Background: an optimization exercise with open tools, aiming at small area. Do not read the settings as production practice.
In this exercise RTL edits were held to simulation tests only and were not proved equivalent to the original.
The clock port is modelled as an ideal driver; clocking choices that lean on that would not hold on a real chip.
Power is estimated from default activity; no workload was simulated.

==> module operation_control, before the edit <==
module operation_control(
    input clk,
    input rst,
    input [3:0] key,
    input [7:0] data_in,
    output reg [1:0] operation,
    output add_next,             
    output nclear,
    output [7:0] as_sum,
    output as_co,
    output [7:0] prod_lo,
    output [7:0] nprod_hi,
    output [7:0] quo,
    output div_ok                
);
    reg [7:0] num1;
    reg [7:0] num2;
    wire nk3, z21, hold1, ld1, ld2, hold2, t13, ldop, clear, holdop;
    dp_inv   uk0(.a(key[3]), .y(nk3));
    dp_nor   uk1(.a(key[1]), .b(key[2]), .y(z21));
    dp_or3   uk2(.a(key[0]), .b(key[1]), .c(key[2]), .y(hold1));    
    dp_nor   uk3(.a(nk3), .b(hold1), .y(clear));
    dp_inv   uk4(.a(clear), .y(nclear));
    dp_nor   uk5(.a(key[3]), .b(hold1), .y(ld1));
    dp_and3  uk6(.a(key[0]), .b(nk3), .c(z21), .y(ld2));
    dp_nor   uk7(.a(clear), .b(ld2), .y(hold2));                      
    dp_a21o  uk8(.a1(key[1]), .a2(key[2]), .b1(key[3]), .y(t13));
    dp_nor   uk9(.a(z21), .b(t13), .y(ldop));
    dp_nor   uka(.a(clear), .b(ldop), .y(holdop));
    wire [7:0] num1_d, num2_d;
    wire [1:0] op_d;
    genvar j;
    generate
        for (j = 0; j < 8; j = j + 1) begin : g_d
            dp_a22o u1(.a1(ld1), .a2(data_in[j]), .b1(hold1), .b2(num1[j]), .y(num1_d[j]));
            dp_a22o u2(.a1(ld2), .a2(data_in[j]), .b1(hold2), .b2(num2[j]), .y(num2_d[j]));
        end
    endgenerate
    dp_a22o uo1(.a1(ldop), .a2(key[2]), .b1(holdop), .b2(operation[1]), .y(op_d[1]));
    dp_a22o uo0(.a1(ldop), .a2(key[0]), .b1(holdop), .b2(operation[0]), .y(op_d[0]));
    dp_nor  uoa(.a(op_d[1]), .b(op_d[0]), .y(add_next));
    always @(posedge clk or posedge rst) begin
        if (rst) begin
            num1 <= 0;
            num2 <= 0;
            operation <= 0;
        end else begin
            num1 <= num1_d;
            num2 <= num2_d;
            operation <= op_d;
        end
    end
    dp_addsub8 u_as(.a(num1), .b(num2), .sub(operation[0]), .s(as_sum), .co(as_co));
    dp_mul8    u_mul(.a(num1), .b(num2), .prod_lo(prod_lo), .nprod_hi(nprod_hi));
    dp_div8    u_div(.a(num1), .b(num2), .q(quo), .bnz(div_ok));
endmodule
export LEC_CHECK = 0
export CAP_MARGIN = 20
export CORE_MARGIN = 2
export CORE_UTILIZATION = 40
export GPL_TIMING_DRIVEN = 0
export SLEW_MARGIN = 20
export SYNTH_HIERARCHICAL = 1
create_clock -name core_clock -period 33.0 [get_ports {clk}]
standard.sh (not shown) runs the stock make flow with config.mk's settings and CLKGATE_MAP_FILE= SYNTH_SCRIPT=/design/flow/synth_recipe.tcl, a recipe that flattens the netlist after the stock synthesis.
==> flow/flow/run.sh <==
#!/bin/bash
export BUFFER_PORTS_ARGS="-buffer_cell sky130_fd_sc_hd__buf_1"
export PRE_CTS_TCL="$PWD/flow/pre_cts.tcl"
export CTS_ARGS="-sink_clustering_enable -repair_clock_nets -buf_list sky130_fd_sc_hd__clkbuf_8 -dont_use_dummy_load"
bash standard.sh > standard.log 2>&1
Other scripts of this flow, unchanged in this note and not shown: flow/flow/manual_cts.tcl, flow/flow/pre_cts.tcl
Edit:
--- a/flow/design.v
+++ b/flow/design.v
@@ -227,20 +227,22 @@
     output div_ok                
 );
     reg [7:0] num1;
     reg [7:0] num2;
-    wire nk3, z21, hold1, ld1, ld2, hold2, t13, ldop, clear, holdop;
-    dp_inv   uk0(.a(key[3]), .y(nk3));
-    dp_nor   uk1(.a(key[1]), .b(key[2]), .y(z21));
-    dp_or3   uk2(.a(key[0]), .b(key[1]), .c(key[2]), .y(hold1));    
-    dp_nor   uk3(.a(nk3), .b(hold1), .y(clear));
-    dp_inv   uk4(.a(clear), .y(nclear));
-    dp_nor   uk5(.a(key[3]), .b(hold1), .y(ld1));
-    dp_and3  uk6(.a(key[0]), .b(nk3), .c(z21), .y(ld2));
-    dp_nor   uk7(.a(clear), .b(ld2), .y(hold2));                      
-    dp_a21o  uk8(.a1(key[1]), .a2(key[2]), .b1(key[3]), .y(t13));
-    dp_nor   uk9(.a(z21), .b(t13), .y(ldop));
-    dp_nor   uka(.a(clear), .b(ldop), .y(holdop));
+    wire z21, nk0, nk3, hold1, ld1, nld2, ld2, hold2, xn21, ldop, clear, holdop;
+    dp_nor   uk0(.a(key[2]), .b(key[1]), .y(z21));
+    dp_inv   uk1(.a(key[0]), .y(nk0));
+    dp_inv   uk2(.a(key[3]), .y(nk3));
+    dp_nand  uk3(.a(z21), .b(nk0), .y(hold1));               
+    dp_nor   uk4(.a(key[3]), .b(hold1), .y(ld1));
+    dp_nand3 uk5(.a(z21), .b(key[3]), .c(nk0), .y(nclear));
+    dp_inv   uk6(.a(nclear), .y(clear));
+    dp_nand3 uk7(.a(z21), .b(nk3), .c(key[0]), .y(nld2));
+    dp_inv   uk8(.a(nld2), .y(ld2));
+    dp_and   uk9(.a(nld2), .b(nclear), .y(hold2));           
+    dp_xnor  uka(.a(key[2]), .b(key[1]), .y(xn21));
+    dp_nor   ukb(.a(key[3]), .b(xn21), .y(ldop));
+    dp_nor   ukc(.a(ldop), .b(clear), .y(holdop));
     wire [7:0] num1_d, num2_d;
     wire [1:0] op_d;
     genvar j;
     generate
Result: The new run went through all stages and came out clean; power grows by 0.66%; final area barely changes; sequential power hardly moves; synthesized cell count is higher by 0.52%; wire length came out lower by 4.5%; cell count grows by 0.90%.

-- port drivers added, routing unchanged --
How much do the figures lean on ideal ports? The routed layouts below were timed once more, with nothing changed but the port constraints.
Step 1 assumes that a clkbuf_16 drives the clock port and a buf_2 every other input.
Step 2, shift: input delay + t, output delay - t, t = (earliest + latest rising clock arrival at the registers) / 2. This alone moves slack from input paths to output paths.
Three values: ideal ports, drivers, drivers and shift; two values: the first two.
| run | t, ns | setup WS [ns] | slew at the worst register clock pin (ns) |
|---|---|---|---|
| the first run | 0.197 | 15.568 / 15.568 / 15.568 | 0.11 / 0.11 |
| the second run | 0.197 | 15.742 / 15.742 / 15.742 | 0.11 / 0.11 |
After both steps setup and hold are still met in every run listed.
